From an optimization exercise on the open Yosys and OpenROAD flow, aimed at small area; shortcuts taken in it are not production practice. Only simulation tests tie the RTL to the original design; equivalence was not proved. Power is estimated from default activity; no workload was simulated.

// temp_monitor
module temp_monitor(
    input         CLK100MHZ,         
    input         reset,             
    input         enable,            
    input  [12:0] manualSwitch,
    input         TMP_SDA_in,        
    output        TMP_SDA_out,       
    output        TMP_SDA_oe,        
    output        TMP_SCL,           
    output [6:0]  CA,                
    output [7:0]  AN,                
    output        dp,
    output        R,G,B,
    output [15:0] LED                
    );
Size: about 0.0039 mm² of cells after synthesis.
==> flow/config.mk <==
export PLATFORM = sky130hd
export DESIGN_NAME = temp_monitor
export DESIGN_NICKNAME = temp_monitor
export VERILOG_FILES = /design/flow/design.v
export SDC_FILE = /design/flow/constraint.sdc
export NUM_CORES = 4
export LEC_CHECK = 0
export ABC_AREA = 1
export CAP_MARGIN = 20
export CORE_MARGIN = 2
export CORE_UTILIZATION = 70
export CTS_BUF_LIST = sky130_fd_sc_hd__clkbuf_8
export CTS_CLUSTER_SIZE = 15
export SLEW_MARGIN = 20
==> flow/constraint.sdc <==
create_clock -name core_clock -period 10.0 [get_ports {CLK100MHZ}]
set_input_delay 2.0000 -clock core_clock [delete_from_list [all_inputs] [get_ports {CLK100MHZ}]]
set_output_delay 2.0000 -clock core_clock [all_outputs]
set_load 0.01 [all_outputs]
standard.sh (not shown) runs the stock make flow with config.mk's settings and CLKGATE_MAP_FILE= SYNTH_SCRIPT=/design/flow/synth_recipe.tcl, a recipe that flattens the netlist after the stock synthesis.
==> flow/flow/run.sh <==
#!/bin/bash
# Own layout flow: the standard synthesis, then its combinational logic is
# re-mapped with a stronger ABC script (registers untouched), then the standard
# ORFS layout with the smallest buffer on the ports.
set -euo pipefail
W=$(pwd)
PLAT=$FLOW_HOME/platforms/$FLOW_PLATFORM
LIB=$PLAT/lib/sky130_fd_sc_hd__tt_025C_1v80.lib
RES=$W/orfs/results/$FLOW_PLATFORM/temp_monitor/base

# 1. standard synthesis (reference registers and names)
bash standard.sh synth > $W/log_1_standard_synth.txt 2>&1
cp $RES/1_2_yosys.v $W/std_1_2_yosys.v

# 2. re-map the combinational logic
python3 flow/cellmap.py $LIB > $W/cellmap.v
cat > $W/resyn.ys <<EOS
read_verilog $W/cellmap.v
read_liberty -lib -ignore_redef $LIB
read_verilog $W/std_1_2_yosys.v
hierarchy -top $FLOW_TOP
flatten
opt -purge
techmap
opt -fast -purge
read_liberty -lib -overwrite $LIB
abc -script $W/flow/resyn.abc -liberty $LIB -dont_use *probe* -dont_use *lpflow*
splitnets
opt_clean -purge
hilomap -singleton -hicell sky130_fd_sc_hd__conb_1 HI -locell sky130_fd_sc_hd__conb_1 LO
insbuf -buf sky130_fd_sc_hd__buf_1 A X
check -assert -mapped
tee -o $W/resyn_stat.txt stat -liberty $LIB
write_verilog -noattr -nohex -nodec $W/resyn.v
EOS
yosys -s $W/resyn.ys > $W/log_2_resyn.txt 2>&1
cp $W/resyn.v $RES/1_2_yosys.v
rm -f $RES/1_synth.odb $RES/1_synth.sdc

# 3. standard layout from the re-mapped netlist
export BUFFER_PORTS_ARGS="-buffer_cell sky130_fd_sc_hd__buf_1"
export CTS_ARGS="-sink_clustering_enable -repair_clock_nets -sink_clustering_size 40 -buf_list sky130_fd_sc_hd__clkbuf_8 -dont_use_dummy_load"
bash standard.sh > $W/log_3_layout.txt 2>&1
Other scripts of this flow, unchanged in this note and not shown: flow/flow/cellmap.py, flow/flow/resyn.abc
The baseline ran to the end with no violations.
Then changed:
--- a/flow/flow/run.sh
+++ b/flow/flow/run.sh
@@ -40,4 +40,3 @@
 # 3. standard layout from the re-mapped netlist
 export BUFFER_PORTS_ARGS="-buffer_cell sky130_fd_sc_hd__buf_1"
-export CTS_ARGS="-sink_clustering_enable -repair_clock_nets -sink_clustering_size 40 -buf_list sky130_fd_sc_hd__clkbuf_8 -dont_use_dummy_load"
 bash standard.sh > $W/log_3_layout.txt 2>&1
What happened: Non-clock buffer count is unchanged; final cell count goes up slightly; synthesized area is unchanged; wire length rises by a few percent; design area is higher slightly; sequential share of layout area falls by 0.79 points; setup slack gets worse by 0.017 ns.

* * *

Another version of the RTL of temp_monitor (not shown whole).
Size in the first run: roughly 450 cells after synthesis, ~0.0038 mm^2 of cells after synthesis.
clock: 10.0 ns
lec_check: 0
abc_area: 1
cap_margin: 20
core_margin: 2
core_utilization: 80
cts_buf_list: sky130_fd_sc_hd__clkbuf_8
cts_cluster_size: 15
slew_margin: 20
==> flow/flow/run.sh <==
#!/bin/bash
# Own layout flow: the standard synthesis, then its combinational logic is
# re-mapped with a stronger ABC script (registers untouched), then the standard
# ORFS layout with the smallest buffer on the ports.
set -euo pipefail
W=$(pwd)
PLAT=$FLOW_HOME/platforms/$FLOW_PLATFORM
LIB=$PLAT/lib/sky130_fd_sc_hd__tt_025C_1v80.lib
RES=$W/orfs/results/$FLOW_PLATFORM/temp_monitor/base

# 1. standard synthesis (reference registers and names)
bash standard.sh synth > $W/log_1_standard_synth.txt 2>&1
cp $RES/1_2_yosys.v $W/std_1_2_yosys.v

# 2. re-map the combinational logic: four ABC runs with different seeds,
#    keep the smallest
python3 flow/cellmap.py $LIB > $W/cellmap.v
for S in 1 2 3 4; do
  sed "s/@SEED@/$S/" flow/resyn.abc > $W/resyn_$S.abc
  cat > $W/resyn_$S.ys <<EOS
read_verilog $W/cellmap.v
read_liberty -lib -ignore_redef $LIB
read_verilog $W/std_1_2_yosys.v
hierarchy -top $FLOW_TOP
flatten
opt -purge
techmap
opt -fast -purge
read_liberty -lib -overwrite $LIB
abc -script $W/resyn_$S.abc -liberty $LIB -dont_use *probe* -dont_use *lpflow*
splitnets
opt_clean -purge
hilomap -singleton -hicell sky130_fd_sc_hd__conb_1 HI -locell sky130_fd_sc_hd__conb_1 LO
insbuf -buf sky130_fd_sc_hd__buf_1 A X
check -assert -mapped
tee -o $W/resyn_stat_$S.txt stat -liberty $LIB
write_verilog -noattr -nohex -nodec $W/resyn_$S.v
EOS
  yosys -s $W/resyn_$S.ys > $W/log_2_resyn_$S.txt 2>&1 &
done
wait
BEST=$(for S in 1 2 3 4; do
  if [[ -s $W/resyn_$S.v ]]; then
    echo "$(awk '/Chip area/ {print $NF}' $W/resyn_stat_$S.txt) $S"
  fi
done | sort -g | head -1 | awk '{print $2}')
echo "best resynthesis: seed $BEST" > $W/log_2_resyn_best.txt
cat $W/resyn_stat_*.txt >> $W/log_2_resyn_best.txt
cp $W/resyn_$BEST.v $RES/1_2_yosys.v
rm -f $RES/1_synth.odb $RES/1_synth.sdc

# 3. standard layout from the re-mapped netlist
export BUFFER_PORTS_ARGS="-buffer_cell sky130_fd_sc_hd__buf_1"
export CTS_ARGS="-sink_clustering_enable -repair_clock_nets -sink_clustering_size 20 -buf_list sky130_fd_sc_hd__clkbuf_8 -dont_use_dummy_load"
bash standard.sh > $W/log_3_layout.txt 2>&1
==> flow/flow/resyn.abc <==
&get -n
&deepsyn -T 60 -S @SEED@
&put
dch -f
amap -F 50 -A 50
topo
upsize -D 6000
dnsize -D 6000
Other scripts of this flow, unchanged in this note and not shown: flow/flow/cellmap.py
The starting point finished with timing, DRC and antenna clean.
Then changed:
- CORE_UTILIZATION: 80 -> 70
Result:
- sequential share of layout area went down by 0.47 points
- non-clock buffer count goes up by 1
- clock skew increases by 0.014 ns
Then changed:
- CORE_UTILIZATION: 70 -> 55
Result: Final area hardly moves. Clock power goes down by about 2%. Power fell by about 1.3%. Fmax came out higher by about 1.7%. Clock skew shrinks by 0.011 ns. Worst hold slack barely changes. Count of clock-buffer cells in the layout is unchanged.
Then changed:
==> flow/flow/resyn.abc (replaced) <==
&get -n
&deepsyn -T 60 -S @SEED@
&put
dch -f
amap -F 50 -A 50
topo
- CORE_UTILIZATION: 55 -> 70
Sequential cell count stays the same. Count of clock-buffer cells in the layout is unchanged. Final area rose by 1.5%. Die area goes down by 21%. Routed wire length climbs by 2.6%. Non-clock buffer count is unchanged. Via count rose by 1.1%. Combinational power goes up by 17%. Synthesized cell count is about the same. Area after synthesis is about the same.

## separate check: timing with driven ports
The flow's constraints put no driver on any port. The routed layouts listed below were extracted and timed again, unchanged, in two steps.
Step 1 sets driving cells, clkbuf_16 on the clock port and buf_2 on the other inputs (assumed; they add their load-dependent delay and slew).
Step 2 moves the port delays by t, midway between the first and last clock arrival at a register: inputs arrive t later, outputs are due t later. That takes back most of the time a late clock gives input paths.
a / b / c = ideal ports / drivers / drivers and shift; a / b = the first two.
run | t (ns) | slack for setup (ns) | hold WS [ns] | worst setup path after step 2 | worst data-port slew with drivers (ns)
the first run of note 1 | 0.371 | 0.897 / 0.905 / 0.534 | 0.335 / 0.335 / 0.335 | input to register | 0.04
the second run of note 1 | 0.368 | 0.880 / 0.889 / 0.520 | 0.331 / 0.331 / 0.331 | input to register | 0.04
the first run of note 2 | 0.373 | 0.829 / 0.838 / 0.464 | 0.346 / 0.346 / 0.346 | input to register | 0.04
the second run of note 2 | 0.373 | 0.989 / 0.995 / 0.622 | 0.332 / 0.332 / 0.332 | input to register | 0.04
the third run of note 2 | 0.360 | 1.137 / 1.146 / 0.786 | 0.334 / 0.334 / 0.334 | input to register | 0.03
the fourth run of note 2 | 0.357 | 0.824 / 0.825 / 0.468 | 0.352 / 0.352 / 0.352 | input to register | 0.03
After both steps setup and hold are still met in every run listed. For the second run of note 2, which loses most, drivers alone change the setup slack by +0.006 ns; drivers and shift together by -0.367 ns.
